This design comes from an exercise in tuning for small area on the open sky130 flow, not from production work.
Function was checked by simulation only, so behaviour that the tests miss may differ from the original.

==> flow/design.v (excerpt) <==
module qam_transmitter (
    input clk,
    input reset,
    input [1:0] syms_in_i,
    input [1:0] syms_in_q,
    output sym_ready,
    output signed [17:0] transmitter_out
);
reg [3:0] c;
always @(posedge clk)
    if (reset) c <= 4'd0;
    else c <= c + 4'd1;
assign sym_ready = (c == 4'd0);
reg [3:0] hold;
always @(posedge clk)
    if (c == 4'd0) hold <= {~syms_in_i[1], syms_in_i[1] ~^ syms_in_i[0], ~syms_in_q[1], syms_in_q[1] ~^ syms_in_q[0]};    
wire xfer = (c == 4'd6);
reg [5:0] nv;
always @(posedge clk)
    if (reset) nv <= 6'd0;
    else if (xfer && !nv[5]) nv <= nv + 6'd1;
reg [3:0] R0_0, R0_1, R0_2, R0_3, R1_0, R1_1, R1_2, R1_3, R2_0, R2_1, R2_2, R2_3, R3_0, R3_1, R3_2, R3_3, R4_0, R4_1, R4_2, R4_3, R5_0, R5_1, R5_2, R5_3, R6_0, R6_1, R6_2, R6_3, R7_0, R7_1, R7_2, R7_3;
always @(posedge clk) begin
    R0_0 <= xfer ? hold : R0_1;
    R0_1 <= xfer ? R0_1 : R0_2;
    R0_2 <= xfer ? R1_0 : R0_3;
    R0_3 <= xfer ? R0_3 : R0_0;
    R1_0 <= xfer ? R0_2 : R1_1;
    R1_1 <= xfer ? R1_1 : R1_2;
    R1_2 <= xfer ? R2_0 : R1_3;
    R1_3 <= xfer ? R1_3 : R1_0;
    R2_0 <= xfer ? R1_2 : R2_1;
    R2_1 <= xfer ? R2_1 : R2_2;
    R2_2 <= xfer ? R3_0 : R2_3;
    R2_3 <= xfer ? R2_3 : R2_0;
    R3_0 <= xfer ? R2_2 : R3_1;
    R3_1 <= xfer ? R4_0 : R3_2;
    R3_2 <= xfer ? R3_2 : R3_3;
    R3_3 <= xfer ? R3_3 : R3_0;
    R4_0 <= xfer ? R3_1 : R4_1;
    R4_1 <= xfer ? R4_1 : R4_2;
    R4_2 <= xfer ? R4_2 : R4_3;
    R4_3 <= xfer ? R5_0 : R4_0;
    R5_0 <= xfer ? R4_3 : R5_1;
    R5_1 <= xfer ? R5_1 : R5_2;
    R5_2 <= xfer ? R6_0 : R5_3;
    R5_3 <= xfer ? R5_3 : R5_0;
  ...
==> flow/config.mk <==
export PLATFORM = sky130hd
export DESIGN_NAME = qam_transmitter
export DESIGN_NICKNAME = qam_transmitter
export VERILOG_FILES = /design/flow/design.v
export SDC_FILE = /design/flow/constraint.sdc
export NUM_CORES = 4
export LEC_CHECK = 0
export ABC_AREA = 1
export CAP_MARGIN = 5
export CELL_PAD_IN_SITES_DETAIL_PLACEMENT = 1
export CELL_PAD_IN_SITES_GLOBAL_PLACEMENT = 2
export CORE_MARGIN = 2
export CORE_UTILIZATION = 40
export CTS_BUF_LIST = sky130_fd_sc_hd__clkbuf_4 sky130_fd_sc_hd__clkbuf_8
export CTS_CLUSTER_DIAMETER = 80
export CTS_CLUSTER_SIZE = 16
export GPL_ROUTABILITY_DRIVEN = 1
export GPL_TIMING_DRIVEN = 1
export SLEW_MARGIN = 5
export SYNTH_HIERARCHICAL = 1
export SYNTH_MINIMUM_KEEP_SIZE = 0
==> flow/constraint.sdc <==
create_clock -name core_clock -period 16.0 [get_ports {clk}]
set_input_delay 3.2000 -clock core_clock [delete_from_list [all_inputs] [get_ports {clk}]]
set_output_delay 3.2000 -clock core_clock [all_outputs]
set_load 0.01 [all_outputs]
standard.sh (not shown) runs the stock make flow with config.mk's settings and CLKGATE_MAP_FILE= SYNTH_SCRIPT=/design/flow/synth_recipe.tcl, a recipe that flattens the netlist after the stock synthesis.
==> flow/flow/run.sh <==
#!/bin/bash
# Layout flow: the standard flow (standard.sh) with these changes:
#  - synthesis maps logic with an area-only ABC script (flow/abc_area.script)
#    instead of ORFS's abc_area.script; every other ORFS script is used
#    unchanged, from a copy of $FLOW_HOME/scripts;
#  - the floorplan step skips its early (pre-placement) timing repair
#    (REMOVE_ABC_BUFFERS=1; the area-only ABC script inserts no buffers);
#    timing is still repaired after placement, CTS and global routing;
#  - every port still gets a buffer, but a sky130_fd_sc_hd__buf_1;
#  - clock tree synthesis runs without dummy loads.
# standard.sh's output goes to standard.log; ORFS keeps each step's log
# under orfs/logs/.
set -euo pipefail
rm -rf scripts
cp -r "$FLOW_HOME/scripts" scripts
cp flow/abc_area.script scripts/abc_area.script
CTS="-sink_clustering_enable -repair_clock_nets -sink_clustering_size 16 -sink_clustering_max_diameter 80 -buf_list {sky130_fd_sc_hd__clkbuf_4 sky130_fd_sc_hd__clkbuf_8} -dont_use_dummy_load"
bash standard.sh "SCRIPTS_DIR=$PWD/scripts" "CTS_ARGS=$CTS" REMOVE_ABC_BUFFERS=1 \
    "BUFFER_PORTS_ARGS=-buffer_cell sky130_fd_sc_hd__buf_1" finish > standard.log 2>&1
==> flow/flow/abc_area.script <==
strash
dch
amap
topo
dnsize -c
Change:
==> flow/flow/run.sh (replaced) <==
#!/bin/bash
# Layout flow: the standard flow (standard.sh), with two changes:
#  - synthesis maps logic with an area-only ABC script (flow/abc_area.script)
#    instead of ORFS's abc_area.script; every other ORFS script is used
#    unchanged from a copy of $FLOW_HOME/scripts;
#  - clock tree synthesis runs without dummy loads.
# Each tool's output goes to standard.log (and ORFS's own logs under orfs/).
set -euo pipefail
rm -rf scripts
cp -r "$FLOW_HOME/scripts" scripts
cp flow/abc_area.script scripts/abc_area.script
CTS="-sink_clustering_enable -repair_clock_nets -sink_clustering_size 14 -sink_clustering_max_diameter 70 -buf_list {sky130_fd_sc_hd__clkbuf_4 sky130_fd_sc_hd__clkbuf_8} -dont_use_dummy_load"
bash standard.sh "SCRIPTS_DIR=$PWD/scripts" "CTS_ARGS=$CTS" REMOVE_ABC_BUFFERS=1 "BUFFER_PORTS_ARGS=-buffer_cell sky130_fd_sc_hd__buf_1" finish > standard.log 2>&1
==> flow/flow/abc_area.script (replaced) <==
strash
dch
map -a -B 0
topo
dnsize -c
CAP_MARGIN = 20   (was 5)
CTS_CLUSTER_DIAMETER = 70   (was 80)
CTS_CLUSTER_SIZE = 14   (was 16)
GPL_TIMING_DRIVEN = 0   (was 1)
SLEW_MARGIN = 20   (was 5)
Effect: The changed run ran to the end with no violations. Global-route usage came out lower by 1.3 points. Cell area came out higher by about 3%. Setup slack is worse by 0.75 ns.
Change:
==> flow/flow/run.sh (replaced) <==
#!/bin/bash
# Layout flow: the standard flow (standard.sh) with these changes:
#  - synthesis maps logic with an area-only ABC script (flow/abc_area.script)
#    instead of ORFS's abc_area.script; every other ORFS script is used
#    unchanged, from a copy of $FLOW_HOME/scripts;
#  - the floorplan step skips its early (pre-placement) timing repair
#    (REMOVE_ABC_BUFFERS=1; the area-only ABC script inserts no buffers);
#    timing is still repaired after placement, CTS and global routing;
#  - every port still gets a buffer, but a sky130_fd_sc_hd__buf_1;
#  - clock tree synthesis runs without dummy loads.
# standard.sh's output goes to standard.log; ORFS keeps each step's log
# under orfs/logs/.
set -euo pipefail
rm -rf scripts
cp -r "$FLOW_HOME/scripts" scripts
cp flow/abc_area.script scripts/abc_area.script
CTS="-sink_clustering_enable -repair_clock_nets -sink_clustering_size 16 -sink_clustering_max_diameter 80 -buf_list {sky130_fd_sc_hd__clkbuf_4 sky130_fd_sc_hd__clkbuf_8} -dont_use_dummy_load"
bash standard.sh "SCRIPTS_DIR=$PWD/scripts" "CTS_ARGS=$CTS" REMOVE_ABC_BUFFERS=1 \
    "BUFFER_PORTS_ARGS=-buffer_cell sky130_fd_sc_hd__buf_1" finish > standard.log 2>&1
==> flow/flow/abc_area.script (replaced) <==
strash
dch
amap
topo
dnsize -c
CAP_MARGIN = 5   (was 20)
CTS_CLUSTER_DIAMETER = 80   (was 70)
CTS_CLUSTER_SIZE = 16   (was 14)
SLEW_MARGIN = 5   (was 20)
The changed run completed without violations.
Critical path depth stays the same.
Design area drops by a few percent.
Fmax hardly moves.
Change:
CAP_MARGIN = 0   (was 5)
GPL_TIMING_DRIVEN = 1   (was 0)
SLEW_MARGIN = 0   (was 5)
Setup slack improved by 0.73 ns.
Final area hardly moves.
Sequential share of layout area stays flat.
Count of clock-buffer cells in the layout rises by 1.

## port drivers added, routing unchanged
The results above use ideal ports. As a check the final layouts listed here were re-extracted and re-timed, cells and wires unchanged.
Step 1 sets driving cells, clkbuf_16 on the clock port and buf_2 on the other inputs (assumed; they add their load-dependent delay and slew).
Step 2 adds t to the input delays and takes it off the output delays; t is the mean of the earliest and latest rising clock arrival at the registers after step 1. Input paths then give back, and output paths get back, about the clock's delay inside the block.
Three values: ideal ports, drivers, drivers and shift; two values: the first two.
run	t, ns	setup WS [ns]	hold WS [ns]	clock arrival spread, ns	worst data-port slew with drivers (ns)
the first run	0.678	1.197 / 1.197 / 1.197	0.393 / 0.393 / 0.393	0.093 / 0.094	0.03
the second run	0.697	0.446 / 0.446 / 0.446	0.351 / 0.351 / 0.351	0.105 / 0.104	0.04
the third run	0.665	0.464 / 0.464 / 0.464	0.374 / 0.374 / 0.374	0.110 / 0.110	0.03
the fourth run	0.678	1.197 / 1.197 / 1.197	0.393 / 0.393 / 0.393	0.093 / 0.094	0.03
After both steps every run listed still meets setup and hold.
